From an optimization exercise on the open Yosys and OpenROAD flow, aimed at small area, a short achievable clock period and few clock cycles; shortcuts taken in it are not production practice. No functional check of the RTL was part of any run shown here.

## flow/design.v (module list and top-level ports; edited modules follow where they fit)
// module fadd_comb: 85 lines
// module FP_Multiplier: 42 lines
// module mul24_dadda: 976 lines
// module FP_DivCheck: 22 lines
// module FPU: 77 lines
module FPU
	#(
		parameter PRECISION = 32
	) (
		input [PRECISION-1:0] A,
		input [PRECISION-1:0] B,
		input Clk,
		input Reset,
		input [1:0] Operation,
		output [PRECISION-1:0] Result,
		output Done
	);
  // ...
==> flow/flow/run.sh <==
#!/bin/bash
# Standard ORFS layout (the standard.sh, unchanged synthesis), with
# repair_timing asked to leave a larger setup margin than the default so the
# resizer works on the critical paths although the 40 ns clock is met.
set -euo pipefail
cd "$(dirname "$0")/.."
bash standard.sh SETUP_SLACK_MARGIN=30.8 finish > standard_flow.log 2>&1
==> flow/standard.sh <==
#!/bin/bash
# synth_recipe.tcl (not shown) runs the flow's synth.tcl, then flattens the netlist and writes it again
# the make line also repeats each setting of config.mk as NAME=value (left out here)
make -C /OpenROAD-flow-scripts/flow DESIGN_CONFIG=/design/flow/config.mk WORK_HOME=/design/flow/orfs CLKGATE_MAP_FILE= SYNTH_SCRIPT=/design/flow/synth_recipe.tcl "${@:-finish}"
==> flow/config.mk <==
export PLATFORM = sky130hd
export DESIGN_NAME = FPU
export DESIGN_NICKNAME = FPU
export VERILOG_FILES = /design/flow/design.v
export SDC_FILE = /design/flow/constraint.sdc
export NUM_CORES = 4
export LEC_CHECK = 0
export ABC_AREA = 1
export CAP_MARGIN = 20
export CORE_MARGIN = 2
export CORE_UTILIZATION = 40
export SLEW_MARGIN = 20
==> flow/constraint.sdc <==
create_clock -name core_clock -period 40.0 [get_ports {Clk}]
set_input_delay 8.0000 -clock core_clock [delete_from_list [all_inputs] [get_ports {Clk}]]
set_output_delay 8.0000 -clock core_clock [all_outputs]
set_load 0.01 [all_outputs]
==> flow_summary.json, run 1 <==
{
  "grt_max_degree": 60,
  "globalRouteMet3Util": 0.06755,
  "min_period_over_period": 0.2311,
  "synth-seq-area-share": 0.1155,
  "wl_met2_mm": 77.63,
  "grt_pass1_vias": 38236,
  "grt_use_met2": 0.5693,
  "path_class": "reg -> out",
  "synth_top_family_by_area": "adder cells",
  "setup_ws_ns": 30.76,
  "clock_buffers": 18,
  "clockRootBuffer": "clkbuf_16",
  "rr_endpoint": "sX",
  "drtAntennaViolNets": 0,
  "max_cap_viol_count": 0,
  "hold_start": "sX",
  "grt_use_met1": 0.4449,
  "yosys.area.top_type": "fa_1",
  "signal_buffers": 433,
  "cts_resized": 393,
  "cp_top_family": "flip-flops",
  "outcome": "timing/DRC/antenna clean",
  "arrival_ns": 1.24,
  "slew_headroom": 0.2749,
  "buffer_area_frac": 0.09357,
  "fp-row-count": 109,
  "synth_area_leaders": "fa_1 (14%), edfxtp_1 (11%), nand2_1 (10%)",
  "tap_cells": 1165,
  "flops_and_latches": 141
}
==> module FP_Multiplier, before the edit <==
module FP_Multiplier (
	input  [31:0] A,
	input  [31:0] B,
	input  [7:0]  expAdj,
	output [31:0] Result
);
	wire s1 = A[31];
	wire s2 = B[31];
	wire [8:0] e1 = {1'b0, A[30:23]};
	wire [8:0] e2 = {1'b0, B[30:23]};
	wire [47:0] P;
	mul24_dadda mm (.a({1'b1, A[22:0]}), .b({1'b1, B[22:0]}), .p(P));
	wire hi = P[47];
	wire A_zero = (A == 32'h00000000);
	wire B_zero = (B == 32'h00000000);
	wire A_inf = (A[30:0] == 31'h7f800000);
	wire B_inf = (B[30:0] == 31'h7f800000);
	wire A_nan = (A == 32'h7fffffff);
	wire B_nan = (B == 32'h7fffffff);
	wire [8:0] sum0 = e1 + e2;
	wire ov0 = sum0 > 9'd381;
	wire ov1 = sum0 > 9'd380;           
	wire un0 = sum0 < 9'd127;
	wire un1 = sum0 < 9'd126;           
	wire [7:0] x0 = sum0[7:0] + 8'd129 + expAdj;    
	wire [7:0] x1 = x0 + 8'd1;
	wire [7:0] xInf = expAdj - 8'd1;    
	wire [7:0] xZero = expAdj;
	wire nanRes = ((A_zero & B_inf) | (B_zero & A_inf)) |
	              (~(A_inf | B_inf) & ~(A_zero | B_zero) & (A_nan | B_nan));
	wire infRes = ~nanRes & (A_inf | B_inf);
	wire zeroRes = ~nanRes & ~infRes & (A_zero | B_zero);
	wire special = nanRes | infRes | zeroRes;
	wire sSpecial = infRes ? (s1 ^ s2) : 1'b0;
	wire [7:0] eSpecial = nanRes ? 8'hff + expAdj : infRes ? xInf : xZero;
	wire [22:0] mSpecial = nanRes ? 23'h7fffff : 23'd0;
	wire ov = hi ? ov1 : ov0;
	wire un = hi ? un1 : un0;
	wire [7:0] eNorm = un ? xZero : ov ? xInf : (hi ? x1 : x0);
	wire [22:0] mNorm = (un | ov) ? 23'd0 : (hi ? P[46:24] : P[45:23]);
	assign Result = special ? {sSpecial, eSpecial, mSpecial} : {s1 ^ s2, eNorm, mNorm};
endmodule
==> module FPU, before the edit <==
module FPU
	#(
		parameter PRECISION = 32
	) (
		input [PRECISION-1:0] A,
		input [PRECISION-1:0] B,
		input Clk,
		input Reset,
		input [1:0] Operation,
		output [PRECISION-1:0] Result,
		output Done
	);
	localparam [31:0] C32 = 32'b0_01111111_11100001111000011110001;
	localparam [31:0] C48 = 32'b0_10000000_01101001011010010110101;
	localparam [31:0] TWO = 32'h40000000;
	reg [31:0] rA, rB;
	reg [1:0] rOp;
	reg [31:0] X, Y;
	reg [2:0] iter;
	reg D;
	reg sStart, sA0, sT, sS, sX, sF;
	reg negY;
	wire [31:0] Nq = {rA[31], 8'd126, rA[22:0]};
	wire [31:0] Dq = {rB[31], 8'd126, rB[22:0]};
	wire divSpecial;
	wire [31:0] divSpecialResult;
	wire [8:0] expDiff;
	FP_DivCheck chk (.A(rA), .B(rB), .special(divSpecial), .specialResult(divSpecialResult), .expDiff(expDiff));
	wire isDiv = rOp[1] & rOp[0];
	wire [31:0] mulA = sStart ? (rOp[0] ? C32 : rA) : sT ? X : sX ? {Y[31] ^ negY, Y[30:0]} : Nq;
	wire [31:0] mulB = (sStart | sT) ? {rB[31], ((sStart & ~rOp[0]) ? rB[30:23] : 8'd126), rB[22:0]} : X;
	wire [7:0] mulAdj = sF ? rA[30:23] - rB[30:23] : 8'd0;    
	wire [31:0] mulR;
	FP_Multiplier mul (.A(mulA), .B(mulB), .expAdj(mulAdj), .Result(mulR));
	wire addDiv = rOp[1];
	wire [31:0] addA = addDiv ? (sA0 ? C48 : TWO) : rA;
	wire [31:0] addB = Y;
	wire addOp = addDiv | rOp[0];
	wire [31:0] addR;
	fadd_comb add (.inA(addA), .inB(addB), .op(addOp), .out(addR));
	wire converged = (mulR[31:1] == 31'h1fc00000);
	wire stop = (mulR == X) | (iter == 3'd6);
	wire bigT = (mulR[30:23] >= 8'd152) & (mulR[30:23] != 8'hff);
	always @(posedge Clk) begin
		if (Reset) begin
			rA <= A;
			rB <= B;
			rOp <= Operation;
		end
		sStart <= Reset;
		sA0 <= ~Reset & sStart & isDiv & ~divSpecial;
		sT <= ~Reset & (sA0 | (sX & ~stop));
		sS <= ~Reset & sT & ~converged & ~bigT;
		sX <= ~Reset & (sS | (sT & ~converged & bigT));
		negY <= sT;
		sF <= ~Reset & ((sT & converged) | (sX & stop));
		D <= ~Reset & (D | (sStart & ~(isDiv & ~divSpecial)) | sF);
		if (sStart)
			X <= ~rOp[1] ? addR : ~rOp[0] ? mulR : divSpecialResult;
		if (sA0)
			X <= addR;
		if (sX | sF)
			X <= mulR;
		if (sStart | sT)
			Y <= mulR;
		if (sS)
			Y <= addR;
		if (Reset)
			Y <= B;
		if (sA0)
			iter <= 3'd1;
		if (sX)
			iter <= iter + 3'd1;
	end
	assign Result = X;
	assign Done = D;
endmodule
==> inputs of run 2 (changes only) <==
--- a/flow/design.v
+++ b/flow/design.v
@@ -105,9 +105,10 @@
 	wire [8:0] sum0 = e1 + e2;
+	wire [8:0] sum1 = e1 + e2 + 9'd1;
 	wire ov0 = sum0 > 9'd381;
-	wire ov1 = sum0 > 9'd380;           
+	wire ov1 = sum1 > 9'd381;
 	wire un0 = sum0 < 9'd127;
-	wire un1 = sum0 < 9'd126;           
-	wire [7:0] x0 = sum0[7:0] + 8'd129 + expAdj;    
-	wire [7:0] x1 = x0 + 8'd1;
-	wire [7:0] xInf = expAdj - 8'd1;    
+	wire un1 = sum1 < 9'd127;
+	wire [7:0] x0 = sum0[7:0] - 8'd127 + expAdj;
+	wire [7:0] x1 = sum1[7:0] - 8'd127 + expAdj;
+	wire [7:0] xInf = 8'hff + expAdj;
 	wire [7:0] xZero = expAdj;
@@ -1146,3 +1147,2 @@
 	reg sStart, sA0, sT, sS, sX, sF;
-	reg negY;
 	wire [31:0] Nq = {rA[31], 8'd126, rA[22:0]};
@@ -1154,5 +1154,5 @@
 	wire isDiv = rOp[1] & rOp[0];
-	wire [31:0] mulA = sStart ? (rOp[0] ? C32 : rA) : sT ? X : sX ? {Y[31] ^ negY, Y[30:0]} : Nq;
+	wire [31:0] mulA = sStart ? (rOp[0] ? C32 : rA) : sT ? X : sX ? Y : Nq;
 	wire [31:0] mulB = (sStart | sT) ? {rB[31], ((sStart & ~rOp[0]) ? rB[30:23] : 8'd126), rB[22:0]} : X;
-	wire [7:0] mulAdj = sF ? rA[30:23] - rB[30:23] : 8'd0;    
+	wire [7:0] mulAdj = sF ? expDiff[7:0] - 8'd254 : 8'd0;
 	wire [31:0] mulR;
@@ -1161,3 +1161,3 @@
 	wire [31:0] addA = addDiv ? (sA0 ? C48 : TWO) : rA;
-	wire [31:0] addB = Y;
+	wire [31:0] addB = addDiv ? Y : rB;
 	wire addOp = addDiv | rOp[0];
@@ -1167,3 +1167,2 @@
 	wire stop = (mulR == X) | (iter == 3'd6);
-	wire bigT = (mulR[30:23] >= 8'd152) & (mulR[30:23] != 8'hff);
 	always @(posedge Clk) begin
@@ -1177,5 +1176,4 @@
 		sT <= ~Reset & (sA0 | (sX & ~stop));
-		sS <= ~Reset & sT & ~converged & ~bigT;
-		sX <= ~Reset & (sS | (sT & ~converged & bigT));
-		negY <= sT;
+		sS <= ~Reset & sT & ~converged;
+		sX <= ~Reset & sS;
 		sF <= ~Reset & ((sT & converged) | (sX & stop));
@@ -1192,4 +1190,2 @@
 			Y <= addR;
-		if (Reset)
-			Y <= B;
 		if (sA0)
--- a/flow/flow/run.sh
+++ b/flow/flow/run.sh
@@ -6,2 +6,2 @@
 cd "$(dirname "$0")/.."
-bash standard.sh SETUP_SLACK_MARGIN=30.8 finish > standard_flow.log 2>&1
+bash standard.sh SETUP_SLACK_MARGIN=30 finish > standard_flow.log 2>&1
--- a/flow/config.mk
+++ b/flow/config.mk
@@ -7,3 +7,2 @@
 export LEC_CHECK = 0
-export ABC_AREA = 1
 export CAP_MARGIN = 20
==> flow_summary.json, run 2 <==
{
  "num_vias": 39731,
  "cts_tree": "yes",
  "path_clk_slew_ns": 0.07,
  "setup-violations-final": 0,
  "synth_area_leaders": "fa_1 (14%), edfxtp_1 (11%), ha_1 (8.6%)",
  "drive_gt1_frac": 0.1447,
  "min_period_over_period": 0.2498,
  "setup_tns_ns": 0,
  "die_h_um": 309.6,
  "post_synth_and_or_nand_nor_area_fraction": 0.1569,
  "netlist_area_um2": 37350,
  "slew_headroom": 0.2375,
  "initial_utilization": 0.4020,
  "h-tree-depth": 4,
  "clockBufferDepth": 2,
  "layout_commonest_cell": "inv_1",
  "tightest_slew_ns": 1.135,
  "dominantRegCellSynth": "edfxtp_1",
  "hold_violations": 0,
  "crit_path_max_fanout": 8,
  "fp-row-count": 112,
  "synth_cells": 4821,
  "die_w_um": 309.6,
  "post-route-drc-count": 0,
  "yosys.area.top_type": "fa_1",
  "synth_top_area_share": 0.1388,
  "fmax_mhz": 100.1,
  "wl_per_cell_um": 27.47,
  "grt_pass1_wl_mm": 247.4,
  "flow.area_growth_from_synthesis_pct": 18.36,
  "synth_top_family_by_area": "compound AO/OA/AOI/OAI gates",
  "crit_buf_inv": 1,
  "ios": 101,
  "synth-edff-count": 133,
  "synth.most_common_cell": "inv_1",
  "synth_mux_area_frac": 0.06161,
  "port_buffers": 100,
  "layout_common_cells": "inv_1 (461), nor2_1 (360), xnor2_1 (321), nand2_1 (315), a21oi_1 (313)",
  "overflow": 0,
  "dr.pass1.iters": 9,
  "syn-num-nets": 5406,
  "setup.worst_path.start_class": "flip-flop",
  "arrival_ns": 1.99,
  "cp_top_family": "flip-flops",
  "clock-skew-final_ns": 0.02284,
  "synth_xor_area_frac": 0.1051,
  "avgViaCountPerCell": 6.397,
  "rsz0062_at_grt": "no",
  "grt_pass1_vias": 37309,
  "outcome": "timing/DRC/antenna clean",
  "core_um2": 92910,
  "synth-seq-area-share": 0.1107,
  "synth.avg_cell_area_um2": 7.747,
  "antenna_found_initial": 1,
  "place_area_um2": 40110,
  "path_class": "reg -> out",
  "setup_ws_ns": 30.01,
  "routabilityCongestion": 1.068,
  "yosysWarnings": 2,
  "place_ws_ns": 26.16,
  "max_cap_viol_count": 0,
  "dp_hpwl_mm": 127.2,
  "insertion_delay_ns": 0.50,
  "ys_ff_latch": 140,
  "nets": 5528,
  "drtAntennaViolNets": 0,
  "grt_max_degree": 46,
  "max_stage_delay_ns": 0.82,
  "die_area_um2": 95830,
  "end_kind": "primary output",
  "hp-class": "reg -> reg",
  "wirelength_mm": 170.6,
  "dr.first_iter.drc_count": 4982,
  "cts.sink_count": 140,
  "synth_cell_types": 104,
  "synth_compound_area_frac": 0.2592,
  "drv_slew": 0,
  "cp_slowest_cell": "edfxtp_1",
  "synthAdderAreaFrac": 0.2255,
  "yosys-top-cells-count": "inv_1 (473), nor2_1 (379), a21oi_1 (347)",
  "crit_chain": "clkdlybuf4s50_1",
  "synthArstFlopShare": 0,
  "track_usage": 0.3433,
  "numCtsBuffers": 17,
  "clockRootBuffer": "clkbuf_16",
  "critPathRequiredTime_ns": 32.00,
  "final_area_um2": 44210,
  "finalCriticalPeriod_ns": 9.992
}
run 2: cell types whose count changed in the layout (fill, tap and decap cells not counted), sizes merged, moves of 68 or more:
| cell | before | now |
|---|---|---|
| mux2i | 8 | 174 |
| xnor2 | 46 | 327 |
| nand3 | 280 | 90 |
| xor2 | 394 | 121 |
| a22oi | 26 | 268 |
| o21ai | 398 | 263 |
| nor2 | 313 | 381 |
| o22ai | 284 | 88 |
| nand2 | 1023 | 328 |
| inv | 787 | 489 |
run 2: worst paths after layout:
path | cells past startpoint | endpoint | slack [ns] | start
max | 1 | Result[1] | 30.01 | X[1]
min | 3 | D | 0.56 | D
max reg2reg | 42 | X[27] | 30.13 | rOp[1]
min reg2reg | 3 | D | 0.56 | D
run 2: metrics by stage:
step,utilization,hold slack [ns],std cells
after floorplan,-,0.5005,4821
after global placement,0.4317,0.5400,6007
after detailed placement,0.4317,0.5472,6007
after CTS,0.4532,0.5643,6102
after global routing,0.4758,0.6268,6210
final,0.4758,0.5613,6211
run 2: cells by family after synthesis:
family / after synthesis
compound gates: 1465
simple gates: 1231
buf+inv: 798
fa+ha+maj: 518
xor+xnor: 448
mux: 221
flops: 140
run 2: what timing repair did:
item                                    CTS  global route
pin swaps                                27            89
gates cloned                             12            13
endpoints found under the setup margin   65            66
buffers inserted                         51            95
gates resized for setup                 165           248
hold buffers                              0             0
run 2: final cells by class:
type,count,area [um^2]
antenna,1,2.502
clock buffer,17,425.4
clock inverter,15,155.1
fill,9138,48700
inverter,491,1896
multi-input combinational,3889,32000
sequential,140,4141
tap,1254,1569
timing repair buffer,404,4015
run 2: per-layer routing:
layer | global-route usage | routed length [um] | share of wire
met5 | 0 | 0 | 0
met4 | 0.1760 | 11250 | 0.066
met3 | 0.06865 | 19150 | 0.11
met2 | 0.5333 | 73730 | 0.43
met1 | 0.4515 | 66460 | 0.39

-- static timing again, ports no longer ideal --
How much do the figures lean on ideal ports? The routed layouts below were timed once more, with nothing changed but the port constraints. Step 1: set_driving_cell puts a clkbuf_16 on Clk and a buf_2 on each other input, an assumption about the parent block. Step 2 also shifts input and output timing later by t, the mid clock arrival at the registers, as if the neighbouring blocks saw the same clock. a / b / c = ideal / step 1 / step 2; a / b = the first two.
run | shift t [ns] | slack for setup (ns) | cell pins on the clock port's net
run 1 | 0.510 | 30.757 / 30.706 / 30.334 | 1
run 2 | 0.548 | 30.008 / 29.950 / 30.126 | 1
After both steps every run listed still meets setup and hold. The setup slack of run 1, which loses most, moves by -0.051 ns with the drivers and by -0.423 ns with both steps.
